This is an optimization exercise on Yosys and OpenROAD, whose aim is a short achievable clock period and few clock cycles, not a production implementation.
The RTL was checked by simulation tests, not by an equivalence proof against the original design.
Power is estimated from default activity; no workload was simulated.

// riscv_core
module riscv_core #(
    parameter DATA_MEM_SIZE = 1024
) (
    input  logic        clk,
    input  logic        rst_n,
    output logic [31:0] instr_rd_addr,
    input  logic [31:0] instr_rd_data,
    output logic [31:0] data_rd_addr,
    input  logic [31:0] data_rd_data,
    output logic [1:0]  data_wr,
    output logic [31:0] data_wr_addr,
    output logic [31:0] data_wr_data,
    output logic [2:0]  halt
);
    function automatic logic [31:0] ksadd(input logic [31:0] x, input logic [31:0] y, input logic ci);
        logic [31:0] g, p, gg, pp, g2, p2;
        g  = x & y;
        p  = x ^ y;
        gg = {g[31:1], g[0] | (p[0] & ci)};
        pp = p;
        for (int k = 1; k < 32; k = k * 2) begin
            g2 = gg;
            p2 = pp;
            for (int i = k; i < 32; i = i + 1) begin
                g2[i] = gg[i] | (pp[i] & gg[i-k]);
                p2[i] = pp[i] & pp[i-k];
            end
            gg = g2;
            pp = p2;
        end
        ksadd = p ^ {gg[30:0], ci};
    endfunction
    function automatic logic [12:0] add12(input logic [11:0] x, input logic [11:0] y);
        logic [11:0] g, p, gg, pp, g2, p2;
        g  = x & y;
        p  = x ^ y;
        gg = g;
        pp = p;
        for (int k = 1; k < 12; k = k * 2) begin
            g2 = gg;
            p2 = pp;
            for (int i = k; i < 12; i = i + 1) begin
                g2[i] = gg[i] | (pp[i] & gg[i-k]);
                p2[i] = pp[i] & pp[i-k];
            end
            gg = g2;
            pp = p2;
        end
        add12 = {gg[11], p ^ {gg[10:0], 1'b0}};
    endfunction
    function automatic logic [2:0] cmp(input logic [31:0] x, input logic [31:0] y);
        logic [31:0] g, p, gg, pp, g2, p2, ny;
        logic c, ltu;
        ny = ~y;
        g  = x & ny;
        p  = x ^ ny;
        gg = {g[31:1], g[0] | p[0]};
        pp = p;
        for (int k = 1; k < 32; k = k * 2) begin
            g2 = gg;
            p2 = pp;
            for (int i = k; i < 32; i = i + 1) begin
                g2[i] = gg[i] | (pp[i] & gg[i-k]);
                p2[i] = pp[i] & pp[i-k];
            end
            gg = g2;
            pp = p2;
        end
        c   = gg[31];           
        ltu = !c;
        cmp = {x == y, (x[31] != y[31]) ? x[31] : ltu, ltu};
    endfunction
    logic [31:0] fa_o;        
  ...
For scale: roughly 3300 flip-flops, ~200 I/O pins, ~160000 sq um of cells after synthesis.
export LEC_CHECK = 0
export ABC_AREA = 0
export ABC_CLOCK_PERIOD_IN_PS = 3000
export CAP_MARGIN = 20
export CORE_MARGIN = 2
export CORE_UTILIZATION = 40
export PLACE_DENSITY = 0.6
export SLEW_MARGIN = 20
create_clock -name core_clock -period 10.0 [get_ports {clk}]
standard.sh (not shown) runs the stock make flow with config.mk's settings and CLKGATE_MAP_FILE= SYNTH_SCRIPT=/design/flow/synth_recipe.tcl, a recipe that flattens the netlist after the stock synthesis.
==> flow/flow/run.sh <==
#!/bin/bash
set -euo pipefail
export SETUP_SLACK_MARGIN=${MARGIN:-6.5}
export BUFFER_PORTS_ARGS="-buffer_cell sky130_fd_sc_hd__buf_4"
bash standard.sh > standard_flow.log 2>&1
The first run ran to the end with no violations.
Testbench counts at the start, summed over its fixed seeds: cycles 58,757.
==> next run, changes <==
--- a/flow/design.v
+++ b/flow/design.v
@@ -397,23 +397,23 @@
             else if (d_refetch)  fa <= i_pc;
             else if (d_redirect) fa <= {d_pc[31:12], d_tlo};
             else                 fa <= fnext;
             fx <= !m_bmis && !p_jalr && !d_refetch && d_redirect;
             fa_o <= ({32{m_bmis}} & m_btgt) |
                     ({32{!m_bmis && p_jalr}} & m_addr) |
                     ({32{!m_bmis && !p_jalr && d_refetch}} & i_pc) |
                     ({32{!m_bmis && !p_jalr && !d_refetch && d_redirect}} & {d_pc[31:12], d_tlo}) |
                     ({32{sel_i}} & i_tgt) |
                     ({32{!m_bmis && !p_jalr && !d_refetch && !d_redirect && !i_redirect}} & fnext);
             p_jalr  <= e_jmis;
-            i_valid <= !(e_redirect || d_refetch || d_redirect || i_redirect);
+            i_valid <= !(e_redirect || p_jalr || d_refetch || d_redirect || i_redirect);
             if (e_redirect)    d_valid <= 1'b0;
             else if (!d_stall) d_valid <= i_valid && !d_redirect;
             e_valid <= d_valid && !d_stall && !e_redirect;
             m_rd  <= ev ? e_rd : 5'd0;
             m_ld  <= ev && e_ld;
             m_mem <= ev && (e_ld || e_st);
             m_wr  <= (ev && e_st) ? (e_f3[1] ? 2'd3 : e_f3[0] ? 2'd2 : 2'd1) : 2'd0;
             m_brv <= ev && e_br && !e_off4;
             w_rd <= m_rd;
             w_ld <= m_ld;
             x_rd <= w_rd;
Synthesized area is about the same.
Worst setup slack gets better by 0.074 ns.
Total power fell by 4.0%.
Worst hold slack gets better by 0.017 ns.
Via count fell by 1.2%.
Combinational power fell by 14%.
Testbench counts after the change, summed over its fixed seeds: cycles 58,757.

## what the ideal ports hide
The flow's constraints put no driver on any port. The routed layouts listed below were extracted and timed again, unchanged, in two steps. Step 1 assumes that a clkbuf_16 drives the clock port and a buf_2 every other input. Step 2 moves the port delays by t, midway between the first and last clock arrival at a register: inputs arrive t later, outputs are due t later. That takes back most of the time a late clock gives input paths. a / b / c = no drivers / after step 1 / after step 2; a / b = the first two.
run | shift t [ns] | setup slack, ns | hold slack, ns
the first run | 1.058 | 6.004 / 5.870 / 4.812 | 0.309 / 0.309 / 0.309
the second run | 1.066 | 6.078 / 6.086 / 5.021 | 0.326 / 0.326 / 0.326
After both steps setup and hold are still met in every run listed. For the first run, which loses most, drivers alone change the setup slack by -0.134 ns; drivers and shift together by -1.192 ns.
